Source: an optimization exercise on an open RTL-to-GDS flow (aim: small area, a short achievable clock period and few clock cycles). Production flows keep margins and buffers that such runs may drop.
Only simulation tests tie the RTL to the original design; equivalence was not proved.
Power figures rest on the tool's default switching activity, not on a simulated workload.

==> pepper <==
## CHIP
module CHIP (	clk,
				rst_n,
				mem_read_D,
				mem_write_D,
				mem_addr_D,
				mem_wdata_D,
				mem_rdata_D,
				mem_ready_D,
				mem_read_I,
				mem_write_I,
				mem_addr_I,
				mem_wdata_I,
				mem_rdata_I,
				mem_ready_I,
				DCACHE_addr,
				DCACHE_wdata,
				DCACHE_wen
			);
export LEC_CHECK = 0
export CAP_MARGIN = 30
export CORE_MARGIN = 2
export CORE_UTILIZATION = 60
export CTS_CLUSTER_DIAMETER = 100
export CTS_CLUSTER_SIZE = 25
export SLEW_MARGIN = 30
create_clock -name core_clock -period 11.0 [get_ports {clk}]
standard.sh (not shown) runs the stock make flow with config.mk's settings and CLKGATE_MAP_FILE= SYNTH_SCRIPT=/design/flow/synth_recipe.tcl, a recipe that flattens the netlist after the stock synthesis.
==> flow/flow/run.sh <==
#!/bin/bash
set -uo pipefail
bash standard.sh SETUP_SLACK_MARGIN=7 finish > standard_make.log 2>&1
==> inputs of maple, as changes to pepper <==
--- a/flow/design.v
+++ b/flow/design.v
@@ -37,40 +37,23 @@
 		input [31:0] w;
 		bswap = {w[7:0], w[15:8], w[23:16], w[31:24]};
 	endfunction
 	function [27:0] pdec;
 		input [31:0] w;
-		input [29:0] a;
 		reg [2:0] t;
-		reg [31:0] x;
-		reg [11:0] sb;
-		reg [19:0] sj;
 		begin
-			x = w;
 			case (w[6:0])
 				7'b0110011: t = 3'd0;
+				7'b0010011: t = 3'd1;
 				7'b0000011: t = 3'd2;
 				7'b0100011: t = 3'd3;
 				7'b1100011: t = 3'd4;
 				7'b1101111: t = 3'd5;
 				7'b1100111: t = 3'd6;
-				default:    t = 3'd1;
+				default:    t = 3'd7;
 			endcase
-			sb = {1'b0, a[10:0]} + {1'b0, w[31], w[7], w[30:25], w[11:9]};
-			sj = {1'b0, a[18:0]} + {1'b0, w[31], w[19:12], w[20], w[30:22]};
-			if (t == 3'd4) begin
-				{x[31], x[7], x[30:25], x[11:9]} = sb[10:0];
-				x[8] = w[31];
-				x[14:13] = (sb[11] == w[31]) ? 2'b00 : sb[11] ? 2'b01 : 2'b11;
-			end else if (t == 3'd5) begin
-				{x[31], x[19:12], x[20], x[30:22]} = sj[18:0];
-				if (sj[19] != w[31]) begin
-					t = 3'd7;
-					x[21] = sj[19];
-				end
-			end
-			pdec = {x[31:7], t};
+			pdec = {w[31:7], t};
 		end
 	endfunction
 	function [27:0] wsel;
 		input [111:0] l;
 		input [1:0] w;
@@ -143,14 +126,12 @@
 	endgenerate
 	wire ihit = |ihv;
 	wire ihsb = sb_v & (sb_line == f_line);
 	wire i_rdy = i_busy & mem_ready_I;
 	wire ihby = i_rdy & (i_addr == f_line);
-	wire [111:0] i_pd = {pdec(bswap(mem_rdata_I[127:96]), {i_addr, 2'd3}),
-	                     pdec(bswap(mem_rdata_I[95:64]),  {i_addr, 2'd2}),
-	                     pdec(bswap(mem_rdata_I[63:32]),  {i_addr, 2'd1}),
-	                     pdec(bswap(mem_rdata_I[31:0]),   {i_addr, 2'd0})};
+	wire [111:0] i_pd = {pdec(bswap(mem_rdata_I[127:96])), pdec(bswap(mem_rdata_I[95:64])),
+	                     pdec(bswap(mem_rdata_I[63:32])),  pdec(bswap(mem_rdata_I[31:0]))};
 	wire        f_ok = ihit | ihsb | ihby;
 	wire [27:0] f_inst = ihit ? iword[IN] : ihsb ? wsel(sb_d, f_wd) : wsel(i_pd, f_wd);
 	wire i_sbuse = ihsb & ~ihit & ~i_fill;
 	wire i_free = (~i_req & ~i_busy) | i_rdy;
 	wire i_pend = (i_req | i_busy) & (i_addr == f_line);
@@ -199,35 +180,36 @@
 	wire isR  = (id_t == 3'd0);
 	wire isI  = (id_t == 3'd1);
 	wire isL  = (id_t == 3'd2);
 	wire isS  = (id_t == 3'd3);
 	wire isB  = (id_t == 3'd4);
-	wire isJ  = (id_t == 3'd5) | (id_t == 3'd7);
+	wire isJ  = (id_t == 3'd5);
 	wire isJR = (id_t == 3'd6);
 	wire [4:0] rd  = I[11:7];
 	wire [4:0] rs1 = I[19:15];
 	wire [4:0] rs2 = I[24:20];
 	wire [2:0] f3  = I[14:12];
 	wire b30 = I[30];
 	wire [31:0] immI = {{20{I[31]}}, I[31:20]};
 	wire [31:0] immS = {{20{I[31]}}, I[31:25], I[11:7]};
+	wire [29:0] immB = {{19{I[31]}}, I[31], I[7], I[30:25], I[11:9]};       
+	wire [29:0] immJ = {{11{I[31]}}, I[31], I[19:12], I[20], I[30:22]};     
 	wire use1 = isR | isI | isL | isS | isB | isJR;
 	wire use2 = isR | isS | isB;
 	wire id_wr = (isR | isI | isL | isJ | isJR) & (rd != 5'd0);
 	reg  [1:0] bht [0:15];
-	wire pred_t = isB & (I[8] ? (id_bc != 2'd0) : id_bc[1]);
-	wire [18:0] tb_hi = id_pc[29:11];
-	wire [18:0] tb_hn = (I[14:13] == 2'b01) ? tb_hi + 19'd1 : (I[14:13] == 2'b11) ? tb_hi - 19'd1 : tb_hi;
-	wire [10:0] tj_hi = id_pc[29:19];
-	wire [10:0] tj_hn = (id_t != 3'd7) ? tj_hi : I[21] ? tj_hi + 11'd1 : tj_hi - 11'd1;
-	wire [29:0] id_tgt = isJ ? {tj_hn, I[31], I[19:12], I[20], I[30:22]}
-	                         : {tb_hn, I[31], I[7], I[30:25], I[11:9]};
+	wire pred_t = isB & (I[31] ? (id_bc != 2'd0) : id_bc[1]);
+	wire [29:0] id_imm = isJ ? immJ : immB;
+	wire [29:0] id_tgt = id_pc + id_imm;
 	wire [29:0] id_pc1 = id_pc + 30'd1;
 	assign id_stall = id_v & ex_v & ex_ld & ex_wr &
 	                  ((use1 & (ex_rd == rs1)) | (use2 & (ex_rd == rs2)));
 	wire want_redir = isJ | pred_t;
-	wire bp_ok = (pc == id_tgt);
+	wire [11:0] sa_r = pc[11:0] ^ id_pc[11:0] ^ id_imm[11:0];
+	wire [11:0] sa_k = (id_pc[11:0] & id_imm[11:0]) | ((id_pc[11:0] | id_imm[11:0]) & sa_r);
+	wire lo_ok = ~sa_r[0] & (sa_r[11:1] == sa_k[10:0]);
+	wire bp_ok = lo_ok & (sa_k[11] ? (&id_imm[29:12]) : ~(|id_imm[29:12]));
 	assign id_redir_raw = id_v & (want_redir ? ~(id_bp & bp_ok) : id_bp);
 	wire [29:0] id_npc = want_redir ? id_tgt : id_pc1;
 	wire redirect_id = id_redir_raw & ~id_stall & ~mem_stall & ~redirect_ex;
 	wire btb_we = id_v & (want_redir | id_bp);
 	wire wb_we = wb_v & wb_wr;
==> run notes <==
item	pepper	maple
Outcome	complete, no violations	complete, no violations
Via-per-instance ratio	7.54	7.58
Fraction of synthesized area in multiplexers	0.102	0.104
Final setup skew	108 ps	124 ps
Met1 usage in global routing	0.593	0.581
Wire length reported by the detailed router	870000 um	833000 um
Yosys cell types	108	107
Final Util	0.692	0.689
WL/cell	40.9 um	41.2 um
Internal power	28.1 mW	26.6 mW
Worst Max-Slew Pin Slew	1170 ps	1210 ps
Antenna violations before repair	79	72
Leakage power summed over all cells	85.0 nW	82.9 nW
Peak supply drop	0.000175 V	0.000185 V
Met3 demand-to-capacity share in global routing	0.168	0.153
Sw frac	0.277	0.247
Final worst path period share	0.406	0.394
Cell area after technology mapping	226000 sq um	221000 sq um
Footprint of the flip-flops and latches	147000 sq um	147000 sq um
Cell depth of the worst min-delay path	2	0
Share of final-layout standard cells stronger than drive strength 1	0.222	0.207
Testbench counts of pepper, summed over its fixed seeds: cycles 153,981.
Testbench counts of maple, summed over its fixed seeds: cycles 153,981.

========
==> inputs of run G <==
Another version of the RTL of CHIP (not shown whole).
Settings: LEC_CHECK=0, CAP_MARGIN=20, CORE_MARGIN=2, CORE_UTILIZATION=40, SLEW_MARGIN=20; clock period 11.0 ns.
Scripts as last shown in full above: flow/flow/run.sh
==> run E: changes against run G <==
--- a/flow/design.v
+++ b/flow/design.v
@@ -268,56 +268,73 @@
 			assign dword[g+1] = dword[g] | ({32{dh[g]}} & dc_d[g][d_wd*32 +: 32]);
 		end
 	endgenerate
 	wire dhit = |dh;
 	wire dacc = mem_v & (mem_ld | mem_st);
+	wire dmiss = dacc & ~dhit;
 	wire d_req = d_rreq | d_wreq;
 	wire d_rdy = d_busy & mem_ready_D;
 	wire d_fill = d_rdy & ~d_isw;
-	assign mem_stall = dacc & ~dhit & ~d_fill;
-	wire [31:0] ld_word = bswap(d_fill ? mem_rdata_D[d_wd*32 +: 32] : dword[DN]);
-	assign mem_fwd = mem_ld ? ld_word : mem_res;
 	wire d_free = (~d_req & ~d_busy) | d_rdy;
 	wire wbf_done = d_rdy & d_isw;
 	wire d_vdirty = dc_v[dc_ptr] & dc_dt[dc_ptr];
-	wire d_issue_rd = mem_stall & ~d_rdpend & d_free & ~(wbf_v & ~wbf_done);
+	wire d_can = ~d_rdpend & d_free & ~(wbf_v & ~wbf_done);
+	wire d_issue_rd = dmiss & d_can;
 	wire d_issue_wr = ~d_issue_rd & d_free & wbf_v & ~wbf_done;
+	reg          ps_v;
+	reg  [1:0]   ps_wd;
+	reg  [31:0]  ps_data;
+	wire st_go = dmiss & mem_st & d_can;
+	wire serve_ld = d_fill & ~ps_v;
+	wire st_hit = mem_v & mem_st & dhit;
+	wire st_wait = d_fill & ps_v & st_hit;
+	assign mem_stall = (dmiss & ~serve_ld & ~st_go) | st_wait;
+	wire st_do = st_hit & ~st_wait;
+	wire [31:0] ld_word = bswap(serve_ld ? mem_rdata_D[d_wd*32 +: 32] : dword[DN]);
+	assign mem_fwd = mem_ld ? ld_word : mem_res;
 	assign mem_read_D  = d_rreq;
 	assign mem_write_D = d_wreq;
 	assign mem_addr_D  = d_addr;
 	assign mem_wdata_D = wbf_d;
 	wire [31:0] st_word = bswap(mem_sd);
-	wire st_hit = mem_v & mem_st & dhit;
 	always @(posedge clk) begin
 		if (!rst_n) begin
 			d_rreq   <= 1'b0;
 			d_wreq   <= 1'b0;
 			d_busy   <= 1'b0;
 			d_rdpend <= 1'b0;
 			wbf_v    <= 1'b0;
+			ps_v     <= 1'b0;
 			dc_v     <= {DN{1'b0}};
 			dc_ptr   <= 3'd0;
 		end else begin
 			d_rreq <= d_issue_rd;
 			d_wreq <= d_issue_wr;
 			if (d_req) d_busy <= 1'b1;
 			else if (d_rdy) d_busy <= 1'b0;
 			if (d_issue_rd) begin
 				d_rdpend <= 1'b1;
+				dc_v[dc_ptr] <= 1'b0;           
 				if (d_vdirty) wbf_v <= 1'b1;
 				else if (wbf_done) wbf_v <= 1'b0;
 			end else if (wbf_done) wbf_v <= 1'b0;
+			if (st_go) ps_v <= 1'b1;
 			if (d_fill) begin
 				d_rdpend <= 1'b0;
+				ps_v <= 1'b0;
 				dc_v[dc_ptr]  <= 1'b1;
-				dc_dt[dc_ptr] <= mem_st;
+				dc_dt[dc_ptr] <= ps_v;
 				dc_ptr <= dc_ptr + 3'd1;
 			end
-			if (st_hit) dc_dt <= dc_dt | dh;
+			if (st_do) dc_dt <= dc_dt | dh;
 		end
 	end
 	always @(posedge clk) begin
+		if (st_go) begin
+			ps_wd   <= d_wd;
+			ps_data <= st_word;
+		end
 		if (d_issue_rd) begin
 			d_isw    <= 1'b0;
 			d_addr   <= d_line;
 			wbf_d    <= dc_d[dc_ptr];
 			wbf_addr <= dc_t[dc_ptr];
@@ -328,16 +345,17 @@
 		if (d_fill) dc_t[dc_ptr] <= d_addr;
 	end
 	wire [127:0] dc_win;
 	generate
 		for (g = 0; g < 4; g = g + 1) begin : dwb
-			assign dc_win[g*32 +: 32] = (d_fill & ~(mem_st & (d_wd == g))) ? mem_rdata_D[g*32 +: 32] : st_word;
+			assign dc_win[g*32 +: 32] = ~d_fill ? st_word :
+			                            (ps_v & (ps_wd == g)) ? ps_data : mem_rdata_D[g*32 +: 32];
 		end
 	endgenerate
 	always @(posedge clk)
 		for (i = 0; i < DN*4; i = i + 1)
-			if ((d_fill & (dc_ptr == i/4)) | (st_hit & dh[i/4] & (d_wd == i%4)))
+			if ((d_fill & (dc_ptr == i/4)) | (st_do & dh[i/4] & (d_wd == i%4)))
 				dc_d[i/4][(i%4)*32 +: 32] <= dc_win[(i%4)*32 +: 32];
 	always @(posedge clk) begin
 		if (!rst_n) btb_v <= 8'd0;
 		else if (btb_we) btb_v[id_pc[2:0]] <= want_redir;
 	end
--- a/flow/config.mk
+++ b/flow/config.mk
@@ -5,7 +5,9 @@
 export SDC_FILE = /design/flow/constraint.sdc
 export NUM_CORES = 8
 export LEC_CHECK = 0
 export CAP_MARGIN = 20
 export CORE_MARGIN = 2
-export CORE_UTILIZATION = 40
+export CORE_UTILIZATION = 50
+export CTS_CLUSTER_DIAMETER = 100
+export CTS_CLUSTER_SIZE = 25
 export SLEW_MARGIN = 20
==> run Z: changes against run G <==
--- a/flow/design.v
+++ b/flow/design.v
@@ -95,15 +95,18 @@
 	reg  [31:0] rf [1:31];
 	wire mem_stall;
 	wire id_stall;
 	wire redirect_ex;
 	wire [29:0] ex_tgt;
-	localparam IN = 16;
+	localparam IN = 12;
 	reg  [111:0] ic_d [0:IN-1];
 	reg  [27:0]  ic_t [0:IN-1];
 	reg  [IN-1:0] ic_v;
-	reg  [3:0]   ic_ptr;                
+	reg  [IN-1:0] ic_oh;                
+	reg  [IN-1:0] ic_ref;               
+	wire [IN-1:0] ic_vic, ic_skp;       
+	clockpick #(IN) u_icp (.p(ic_oh), .used(ic_ref), .v(ic_vic), .skip(ic_skp));
 	reg          sb_v;
 	reg  [27:0]  sb_line;
 	reg  [111:0] sb_d;
 	reg          i_req, i_busy, i_fill;
 	reg  [27:0]  i_addr;
@@ -148,33 +151,37 @@
 			i_req  <= 1'b0;
 			i_busy <= 1'b0;
 			i_fill <= 1'b0;
 			sb_v   <= 1'b0;
 			ic_v   <= {IN{1'b0}};
-			ic_ptr <= 4'd0;
+			ic_oh  <= {{IN-1{1'b0}}, 1'b1};
+			ic_ref <= {IN{1'b0}};
 		end else begin
 			i_req  <= i_free & (want_dem | want_pf);
 			i_fill <= i_sbuse & ~i_rdy;
 			if (i_req) i_busy <= 1'b1;
 			else if (i_rdy) i_busy <= 1'b0;
 			if (i_rdy) sb_v <= 1'b1;
 			if (i_fill) begin
-				ic_v[ic_ptr] <= 1'b1;
-				ic_ptr <= ic_ptr + 4'd1;
+				ic_v  <= ic_v | ic_vic;
+				ic_oh <= {ic_vic[IN-2:0], ic_vic[IN-1]};
 			end
+			ic_ref <= (ic_ref & ~(i_fill ? (ic_skp | ic_vic) : {IN{1'b0}}))
+			        | (ihv & ~(i_fill ? ic_vic : {IN{1'b0}}));
 		end
 	end
 	always @(posedge clk) begin
 		if (i_free) i_addr <= f_ok ? f_line + 28'd1 : f_line;
 		if (i_rdy) begin
 			sb_line <= i_addr;
 			sb_d    <= i_pd;
 		end
-		if (i_fill) begin
-			ic_d[ic_ptr] <= sb_d;
-			ic_t[ic_ptr] <= sb_line;
-		end
+		for (i = 0; i < IN; i = i + 1)
+			if (i_fill & ic_vic[i]) begin
+				ic_d[i] <= sb_d;
+				ic_t[i] <= sb_line;
+			end
 	end
 	wire [31:0] I = {id_c[27:3], 7'd0};
 	wire [2:0]  id_t = id_c[2:0];
 	wire isR  = (id_t == 3'd0);
 	wire isI  = (id_t == 3'd1);
@@ -249,11 +256,14 @@
 	assign ex_tgt = ex_jr ? jt[31:2] : ex_aux;
 	localparam DN = 8;
 	reg  [127:0] dc_d [0:DN-1];
 	reg  [27:0]  dc_t [0:DN-1];
 	reg  [DN-1:0] dc_v, dc_dt;
-	reg  [2:0]   dc_ptr;                
+	reg  [DN-1:0] dc_oh;                
+	reg  [DN-1:0] dc_ref;               
+	wire [DN-1:0] dc_vic, dc_skp;
+	clockpick #(DN) u_dcp (.p(dc_oh), .used(dc_ref), .v(dc_vic), .skip(dc_skp));
 	reg          d_rreq, d_wreq, d_isw, d_busy, d_rdpend;
 	reg  [27:0]  d_addr;
 	reg          wbf_v;
 	reg  [27:0]  wbf_addr;
 	reg  [127:0] wbf_d;
@@ -268,76 +278,110 @@
 			assign dword[g+1] = dword[g] | ({32{dh[g]}} & dc_d[g][d_wd*32 +: 32]);
 		end
 	endgenerate
 	wire dhit = |dh;
 	wire dacc = mem_v & (mem_ld | mem_st);
+	wire dmiss = dacc & ~dhit;
 	wire d_req = d_rreq | d_wreq;
 	wire d_rdy = d_busy & mem_ready_D;
 	wire d_fill = d_rdy & ~d_isw;
-	assign mem_stall = dacc & ~dhit & ~d_fill;
-	wire [31:0] ld_word = bswap(d_fill ? mem_rdata_D[d_wd*32 +: 32] : dword[DN]);
-	assign mem_fwd = mem_ld ? ld_word : mem_res;
 	wire d_free = (~d_req & ~d_busy) | d_rdy;
 	wire wbf_done = d_rdy & d_isw;
-	wire d_vdirty = dc_v[dc_ptr] & dc_dt[dc_ptr];
-	wire d_issue_rd = mem_stall & ~d_rdpend & d_free & ~(wbf_v & ~wbf_done);
+	wire d_vdirty = |(dc_v & dc_dt & dc_vic);
+	wire [127:0] vdat [0:DN];
+	wire [27:0]  vtag [0:DN];
+	assign vdat[0] = 128'd0;
+	assign vtag[0] = 28'd0;
+	generate
+		for (g = 0; g < DN; g = g + 1) begin : vsel
+			assign vdat[g+1] = vdat[g] | ({128{dc_vic[g]}} & dc_d[g]);
+			assign vtag[g+1] = vtag[g] | ({28{dc_vic[g]}} & dc_t[g]);
+		end
+	endgenerate
+	wire d_can = ~d_rdpend & d_free & ~(wbf_v & ~wbf_done);
+	wire d_issue_rd = dmiss & d_can;
 	wire d_issue_wr = ~d_issue_rd & d_free & wbf_v & ~wbf_done;
+	reg          ps_v;
+	reg  [1:0]   ps_wd;
+	reg  [31:0]  ps_data;
+	wire st_go = dmiss & mem_st & d_can;
+	wire serve_ld = d_fill & ~ps_v;
+	wire st_hit = mem_v & mem_st & dhit;
+	wire st_wait = d_fill & ps_v & st_hit;
+	assign mem_stall = (dmiss & ~serve_ld & ~st_go) | st_wait;
+	wire st_do = st_hit & ~st_wait;
+	wire [31:0] ld_word = bswap(serve_ld ? mem_rdata_D[d_wd*32 +: 32] : dword[DN]);
+	assign mem_fwd = mem_ld ? ld_word : mem_res;
 	assign mem_read_D  = d_rreq;
 	assign mem_write_D = d_wreq;
 	assign mem_addr_D  = d_addr;
 	assign mem_wdata_D = wbf_d;
 	wire [31:0] st_word = bswap(mem_sd);
-	wire st_hit = mem_v & mem_st & dhit;
 	always @(posedge clk) begin
 		if (!rst_n) begin
 			d_rreq   <= 1'b0;
 			d_wreq   <= 1'b0;
 			d_busy   <= 1'b0;
 			d_rdpend <= 1'b0;
 			wbf_v    <= 1'b0;
+			ps_v     <= 1'b0;
 			dc_v     <= {DN{1'b0}};
-			dc_ptr   <= 3'd0;
+			dc_oh    <= {{DN-1{1'b0}}, 1'b1};
+			dc_ref   <= {DN{1'b0}};
 		end else begin
 			d_rreq <= d_issue_rd;
 			d_wreq <= d_issue_wr;
 			if (d_req) d_busy <= 1'b1;
 			else if (d_rdy) d_busy <= 1'b0;
 			if (d_issue_rd) begin
 				d_rdpend <= 1'b1;
+				dc_v <= dc_v & ~dc_vic;         
+				dc_oh <= dc_vic;                
 				if (d_vdirty) wbf_v <= 1'b1;
 				else if (wbf_done) wbf_v <= 1'b0;
 			end else if (wbf_done) wbf_v <= 1'b0;
+			if (st_go) ps_v <= 1'b1;
 			if (d_fill) begin
 				d_rdpend <= 1'b0;
-				dc_v[dc_ptr]  <= 1'b1;
-				dc_dt[dc_ptr] <= mem_st;
-				dc_ptr <= dc_ptr + 3'd1;
+				ps_v <= 1'b0;
+				dc_v  <= dc_v | dc_oh;
+				dc_oh <= {dc_oh[DN-2:0], dc_oh[DN-1]};
 			end
-			if (st_hit) dc_dt <= dc_dt | dh;
+			dc_ref <= (dc_ref & ~(d_issue_rd ? (dc_skp | dc_vic) : {DN{1'b0}}))
+			        | ((dacc & ~d_rdpend ? dh : {DN{1'b0}}) & ~(d_issue_rd ? dc_vic : {DN{1'b0}}));
+			for (i = 0; i < DN; i = i + 1)
+				if (d_fill & dc_oh[i]) dc_dt[i] <= ps_v;
+				else if (st_do & dh[i]) dc_dt[i] <= 1'b1;
 		end
 	end
 	always @(posedge clk) begin
+		if (st_go) begin
+			ps_wd   <= d_wd;
+			ps_data <= st_word;
+		end
 		if (d_issue_rd) begin
 			d_isw    <= 1'b0;
 			d_addr   <= d_line;
-			wbf_d    <= dc_d[dc_ptr];
-			wbf_addr <= dc_t[dc_ptr];
+			wbf_d    <= vdat[DN];
+			wbf_addr <= vtag[DN];
 		end else if (d_issue_wr) begin
 			d_isw  <= 1'b1;
 			d_addr <= wbf_addr;
 		end
-		if (d_fill) dc_t[dc_ptr] <= d_addr;
+		for (n = 0; n < DN; n = n + 1)
+			if (d_fill & dc_oh[n]) dc_t[n] <= d_addr;
 	end
 	wire [127:0] dc_win;
 	generate
 		for (g = 0; g < 4; g = g + 1) begin : dwb
-			assign dc_win[g*32 +: 32] = (d_fill & ~(mem_st & (d_wd == g))) ? mem_rdata_D[g*32 +: 32] : st_word;
+			assign dc_win[g*32 +: 32] = ~d_fill ? st_word :
+			                            (ps_v & (ps_wd == g)) ? ps_data : mem_rdata_D[g*32 +: 32];
 		end
 	endgenerate
 	always @(posedge clk)
 		for (i = 0; i < DN*4; i = i + 1)
-			if ((d_fill & (dc_ptr == i/4)) | (st_hit & dh[i/4] & (d_wd == i%4)))
+			if ((d_fill & dc_oh[i/4]) | (st_do & dh[i/4] & (d_wd == i%4)))
 				dc_d[i/4][(i%4)*32 +: 32] <= dc_win[(i%4)*32 +: 32];
 	always @(posedge clk) begin
 		if (!rst_n) btb_v <= 8'd0;
 		else if (btb_we) btb_v[id_pc[2:0]] <= want_redir;
 	end
@@ -430,5 +474,17 @@
 	end
 	assign DCACHE_wen   = wb_st;
 	assign DCACHE_addr  = wb_data[31:2];
 	assign DCACHE_wdata = wb_sd;
 endmodule
+module clockpick #(parameter N = 8) (p, used, v, skip);
+	input  [N-1:0] p, used;
+	output [N-1:0] v, skip;
+	wire [2*N-1:0] c2 = {~used, ~used};
+	wire [2*N-1:0] p2 = {{N{1'b0}}, p};
+	wire [2*N-1:0] m  = c2 & ~(p2 - 1'b1);
+	wire [2*N-1:0] f  = m & (~m + 1'b1);
+	wire [2*N-1:0] s2 = f - p2;
+	wire none = ~|(~used);
+	assign v    = none ? p : (f[N-1:0] | f[2*N-1:N]);
+	assign skip = none ? used : (s2[N-1:0] | s2[2*N-1:N]);
+endmodule
==> flow/config.mk (replaced) <==
export PLATFORM = sky130hd
export DESIGN_NAME = CHIP
export DESIGN_NICKNAME = CHIP
export VERILOG_FILES = /design/flow/design.v
export SDC_FILE = /design/flow/constraint.sdc
export NUM_CORES = 8
export LEC_CHECK = 0
export CAP_MARGIN = 30
export CORE_MARGIN = 2
export CORE_UTILIZATION = 60
export CTS_CLUSTER_DIAMETER = 100
export CTS_CLUSTER_SIZE = 25
export SLEW_MARGIN = 30
export TNS_END_PERCENT = 5
==> run F: changes against run G <==
--- a/flow/design.v
+++ b/flow/design.v
@@ -95,15 +95,15 @@
 	reg  [31:0] rf [1:31];
 	wire mem_stall;
 	wire id_stall;
 	wire redirect_ex;
 	wire [29:0] ex_tgt;
-	localparam IN = 16;
+	localparam IN = 12;
 	reg  [111:0] ic_d [0:IN-1];
 	reg  [27:0]  ic_t [0:IN-1];
 	reg  [IN-1:0] ic_v;
-	reg  [3:0]   ic_ptr;                
+	reg  [IN-1:0] ic_oh;                
 	reg          sb_v;
 	reg  [27:0]  sb_line;
 	reg  [111:0] sb_d;
 	reg          i_req, i_busy, i_fill;
 	reg  [27:0]  i_addr;
@@ -148,33 +148,34 @@
 			i_req  <= 1'b0;
 			i_busy <= 1'b0;
 			i_fill <= 1'b0;
 			sb_v   <= 1'b0;
 			ic_v   <= {IN{1'b0}};
-			ic_ptr <= 4'd0;
+			ic_oh  <= {{IN-1{1'b0}}, 1'b1};
 		end else begin
 			i_req  <= i_free & (want_dem | want_pf);
 			i_fill <= i_sbuse & ~i_rdy;
 			if (i_req) i_busy <= 1'b1;
 			else if (i_rdy) i_busy <= 1'b0;
 			if (i_rdy) sb_v <= 1'b1;
 			if (i_fill) begin
-				ic_v[ic_ptr] <= 1'b1;
-				ic_ptr <= ic_ptr + 4'd1;
+				ic_v  <= ic_v | ic_oh;
+				ic_oh <= {ic_oh[IN-2:0], ic_oh[IN-1]};
 			end
 		end
 	end
 	always @(posedge clk) begin
 		if (i_free) i_addr <= f_ok ? f_line + 28'd1 : f_line;
 		if (i_rdy) begin
 			sb_line <= i_addr;
 			sb_d    <= i_pd;
 		end
-		if (i_fill) begin
-			ic_d[ic_ptr] <= sb_d;
-			ic_t[ic_ptr] <= sb_line;
-		end
+		for (i = 0; i < IN; i = i + 1)
+			if (i_fill & ic_oh[i]) begin
+				ic_d[i] <= sb_d;
+				ic_t[i] <= sb_line;
+			end
 	end
 	wire [31:0] I = {id_c[27:3], 7'd0};
 	wire [2:0]  id_t = id_c[2:0];
 	wire isR  = (id_t == 3'd0);
 	wire isI  = (id_t == 3'd1);
@@ -249,11 +250,11 @@
 	assign ex_tgt = ex_jr ? jt[31:2] : ex_aux;
 	localparam DN = 8;
 	reg  [127:0] dc_d [0:DN-1];
 	reg  [27:0]  dc_t [0:DN-1];
 	reg  [DN-1:0] dc_v, dc_dt;
-	reg  [2:0]   dc_ptr;                
+	reg  [DN-1:0] dc_oh;                
 	reg          d_rreq, d_wreq, d_isw, d_busy, d_rdpend;
 	reg  [27:0]  d_addr;
 	reg          wbf_v;
 	reg  [27:0]  wbf_addr;
 	reg  [127:0] wbf_d;
@@ -268,76 +269,106 @@
 			assign dword[g+1] = dword[g] | ({32{dh[g]}} & dc_d[g][d_wd*32 +: 32]);
 		end
 	endgenerate
 	wire dhit = |dh;
 	wire dacc = mem_v & (mem_ld | mem_st);
+	wire dmiss = dacc & ~dhit;
 	wire d_req = d_rreq | d_wreq;
 	wire d_rdy = d_busy & mem_ready_D;
 	wire d_fill = d_rdy & ~d_isw;
-	assign mem_stall = dacc & ~dhit & ~d_fill;
-	wire [31:0] ld_word = bswap(d_fill ? mem_rdata_D[d_wd*32 +: 32] : dword[DN]);
-	assign mem_fwd = mem_ld ? ld_word : mem_res;
 	wire d_free = (~d_req & ~d_busy) | d_rdy;
 	wire wbf_done = d_rdy & d_isw;
-	wire d_vdirty = dc_v[dc_ptr] & dc_dt[dc_ptr];
-	wire d_issue_rd = mem_stall & ~d_rdpend & d_free & ~(wbf_v & ~wbf_done);
+	wire d_vdirty = |(dc_v & dc_dt & dc_oh);
+	wire [127:0] vdat [0:DN];
+	wire [27:0]  vtag [0:DN];
+	assign vdat[0] = 128'd0;
+	assign vtag[0] = 28'd0;
+	generate
+		for (g = 0; g < DN; g = g + 1) begin : vsel
+			assign vdat[g+1] = vdat[g] | ({128{dc_oh[g]}} & dc_d[g]);
+			assign vtag[g+1] = vtag[g] | ({28{dc_oh[g]}} & dc_t[g]);
+		end
+	endgenerate
+	wire d_can = ~d_rdpend & d_free & ~(wbf_v & ~wbf_done);
+	wire d_issue_rd = dmiss & d_can;
 	wire d_issue_wr = ~d_issue_rd & d_free & wbf_v & ~wbf_done;
+	reg          ps_v;
+	reg  [1:0]   ps_wd;
+	reg  [31:0]  ps_data;
+	wire st_go = dmiss & mem_st & d_can;
+	wire serve_ld = d_fill & ~ps_v;
+	wire st_hit = mem_v & mem_st & dhit;
+	wire st_wait = d_fill & ps_v & st_hit;
+	assign mem_stall = (dmiss & ~serve_ld & ~st_go) | st_wait;
+	wire st_do = st_hit & ~st_wait;
+	wire [31:0] ld_word = bswap(serve_ld ? mem_rdata_D[d_wd*32 +: 32] : dword[DN]);
+	assign mem_fwd = mem_ld ? ld_word : mem_res;
 	assign mem_read_D  = d_rreq;
 	assign mem_write_D = d_wreq;
 	assign mem_addr_D  = d_addr;
 	assign mem_wdata_D = wbf_d;
 	wire [31:0] st_word = bswap(mem_sd);
-	wire st_hit = mem_v & mem_st & dhit;
 	always @(posedge clk) begin
 		if (!rst_n) begin
 			d_rreq   <= 1'b0;
 			d_wreq   <= 1'b0;
 			d_busy   <= 1'b0;
 			d_rdpend <= 1'b0;
 			wbf_v    <= 1'b0;
+			ps_v     <= 1'b0;
 			dc_v     <= {DN{1'b0}};
-			dc_ptr   <= 3'd0;
+			dc_oh    <= {{DN-1{1'b0}}, 1'b1};
 		end else begin
 			d_rreq <= d_issue_rd;
 			d_wreq <= d_issue_wr;
 			if (d_req) d_busy <= 1'b1;
 			else if (d_rdy) d_busy <= 1'b0;
 			if (d_issue_rd) begin
 				d_rdpend <= 1'b1;
+				dc_v <= dc_v & ~dc_oh;          
 				if (d_vdirty) wbf_v <= 1'b1;
 				else if (wbf_done) wbf_v <= 1'b0;
 			end else if (wbf_done) wbf_v <= 1'b0;
+			if (st_go) ps_v <= 1'b1;
 			if (d_fill) begin
 				d_rdpend <= 1'b0;
-				dc_v[dc_ptr]  <= 1'b1;
-				dc_dt[dc_ptr] <= mem_st;
-				dc_ptr <= dc_ptr + 3'd1;
+				ps_v <= 1'b0;
+				dc_v  <= dc_v | dc_oh;
+				dc_oh <= {dc_oh[DN-2:0], dc_oh[DN-1]};
 			end
-			if (st_hit) dc_dt <= dc_dt | dh;
+			for (i = 0; i < DN; i = i + 1)
+				if (d_fill & dc_oh[i]) dc_dt[i] <= ps_v;
+				else if (st_do & dh[i]) dc_dt[i] <= 1'b1;
 		end
 	end
 	always @(posedge clk) begin
+		if (st_go) begin
+			ps_wd   <= d_wd;
+			ps_data <= st_word;
+		end
 		if (d_issue_rd) begin
 			d_isw    <= 1'b0;
 			d_addr   <= d_line;
-			wbf_d    <= dc_d[dc_ptr];
-			wbf_addr <= dc_t[dc_ptr];
+			wbf_d    <= vdat[DN];
+			wbf_addr <= vtag[DN];
 		end else if (d_issue_wr) begin
 			d_isw  <= 1'b1;
 			d_addr <= wbf_addr;
 		end
-		if (d_fill) dc_t[dc_ptr] <= d_addr;
+		for (n = 0; n < DN; n = n + 1)
+			if (d_fill & dc_oh[n]) dc_t[n] <= d_addr;
 	end
 	wire [127:0] dc_win;
 	generate
 		for (g = 0; g < 4; g = g + 1) begin : dwb
-			assign dc_win[g*32 +: 32] = (d_fill & ~(mem_st & (d_wd == g))) ? mem_rdata_D[g*32 +: 32] : st_word;
+			assign dc_win[g*32 +: 32] = ~d_fill ? st_word :
+			                            (ps_v & (ps_wd == g)) ? ps_data : mem_rdata_D[g*32 +: 32];
 		end
 	endgenerate
 	always @(posedge clk)
 		for (i = 0; i < DN*4; i = i + 1)
-			if ((d_fill & (dc_ptr == i/4)) | (st_hit & dh[i/4] & (d_wd == i%4)))
+			if ((d_fill & dc_oh[i/4]) | (st_do & dh[i/4] & (d_wd == i%4)))
 				dc_d[i/4][(i%4)*32 +: 32] <= dc_win[(i%4)*32 +: 32];
 	always @(posedge clk) begin
 		if (!rst_n) btb_v <= 8'd0;
 		else if (btb_we) btb_v[id_pc[2:0]] <= want_redir;
 	end
==> flow/config.mk (replaced) <==
export PLATFORM = sky130hd
export DESIGN_NAME = CHIP
export DESIGN_NICKNAME = CHIP
export VERILOG_FILES = /design/flow/design.v
export SDC_FILE = /design/flow/constraint.sdc
export NUM_CORES = 8
export LEC_CHECK = 0
export CAP_MARGIN = 30
export CORE_MARGIN = 2
export CORE_UTILIZATION = 65
export CTS_CLUSTER_DIAMETER = 100
export CTS_CLUSTER_SIZE = 25
export SLEW_MARGIN = 30
export TNS_END_PERCENT = 5
==> run notes <==
Status: run G finished clean; run F finished clean; run E failed layout checks; run Z finished clean
Reasons for failing layout checks: run G -; run F -; run E antenna violations; run Z -
Overall die width: run G 782 µm; run F 587 µm; run E 703 µm; run Z 614 µm
Post-route clock skew: run G 113 ps; run F 84.3 ps; run E 95.2 ps; run Z 82.7 ps
Post-synthesis to final-layout area growth: run G 19.7%; run F 10.3%; run E 13.5%; run Z 12.5%
Flops & latches, synth: run G 5476; run F 4960; run E 5511; run Z 4980
Die Height: run G 782 µm; run F 587 µm; run E 703 µm; run Z 614 µm
Effective utilization at floorplan: run G 0.402; run F 0.652; run E 0.502; run Z 0.602
Simple-gate share of the synthesized area: run G 0.0470; run F 0.0534; run E 0.0506; run Z 0.0624
Clock slew at the register clock pins of the worst setup and hold paths: run G 60 ps; run F 100 ps; run E 100 ps; run Z 100 ps
Sequential-to-total area share from yosys stat: run G 0.672; run F 0.666; run E 0.671; run Z 0.660
CP bufs+invs: run G 11; run F 5; run E 7; run Z 1
Routed wire length on met3: run G 115000 µm; run F 129000 µm; run E 124000 µm; run Z 132000 µm
Post-CTS Setup Bufs: run G 433; run F 207; run E 371; run Z 220
XOR/XNOR share of the synthesized area: run G 0.0367; run F 0.0357; run E 0.0369; run Z 0.0355
Count of plain and timing-repair buffers: run G 1708; run F 1221; run E 1570; run Z 1421
Antenna violation net count after detailed routing: run G 0; run F 0; run E 1; run Z 0
Cell row count: run G 285; run F 214; run E 256; run Z 224
Fmax: run G 0.236 GHz; run F 0.216 GHz; run E 0.230 GHz; run Z 0.232 GHz
Pre-Repair DR Iteration Count: run G 14; run F 14; run E 11; run Z 17
Routing usage on met3: run G 0.0712; run F 0.152; run E 0.101; run Z 0.143
Total net switching power: run G 10.9 mW; run F 8.44 mW; run E 9.15 mW; run Z 8.83 mW
Seq power: run G 23.4 mW; run F 21.2 mW; run E 23.5 mW; run Z 21.3 mW
Testbench counts of run G, summed over its fixed seeds: cycles 149,915.
Testbench counts of run E, summed over its fixed seeds: cycles 147,173.
Testbench counts of run Z, summed over its fixed seeds: cycles 152,651.
Testbench counts of run F, summed over its fixed seeds: cycles 153,981.

static timing again, ports no longer ideal:
In the flow no input, the clock included, has a driving cell. The finished layouts below were timed again as built, in two steps. Step 1 assumes that a clkbuf_16 drives the clock port and a buf_2 every other input. Step 2 moves the port delays by t, midway between the first and last clock arrival at a register: inputs arrive t later, outputs are due t later. That takes back most of the time a late clock gives input paths. a / b / c = ideal ports / drivers / drivers and shift; a / b = the first two.
| run | t (ns) | slack for setup (ns) | latest minus earliest clock arrival (ns) |
|---|---|---|---|
| pepper | 1.128 | 6.533 / 6.533 / 5.546 | 0.118 / 0.118 |
| maple | 1.100 | 6.661 / 6.661 / 5.837 | 0.124 / 0.124 |
| run G | 1.250 | 6.759 / 6.753 / 5.717 | 0.113 / 0.113 |
| run E | 1.124 | 6.660 / 6.660 / 5.773 | 0.095 / 0.096 |
| run Z | 1.111 | 6.694 / 6.577 / 5.704 | 0.091 / 0.090 |
| run F | 1.107 | 6.370 / 6.370 / 5.560 | 0.084 / 0.084 |
The setup slack of run G, which loses most, moves by -0.006 ns with the drivers and by -1.042 ns with both steps.
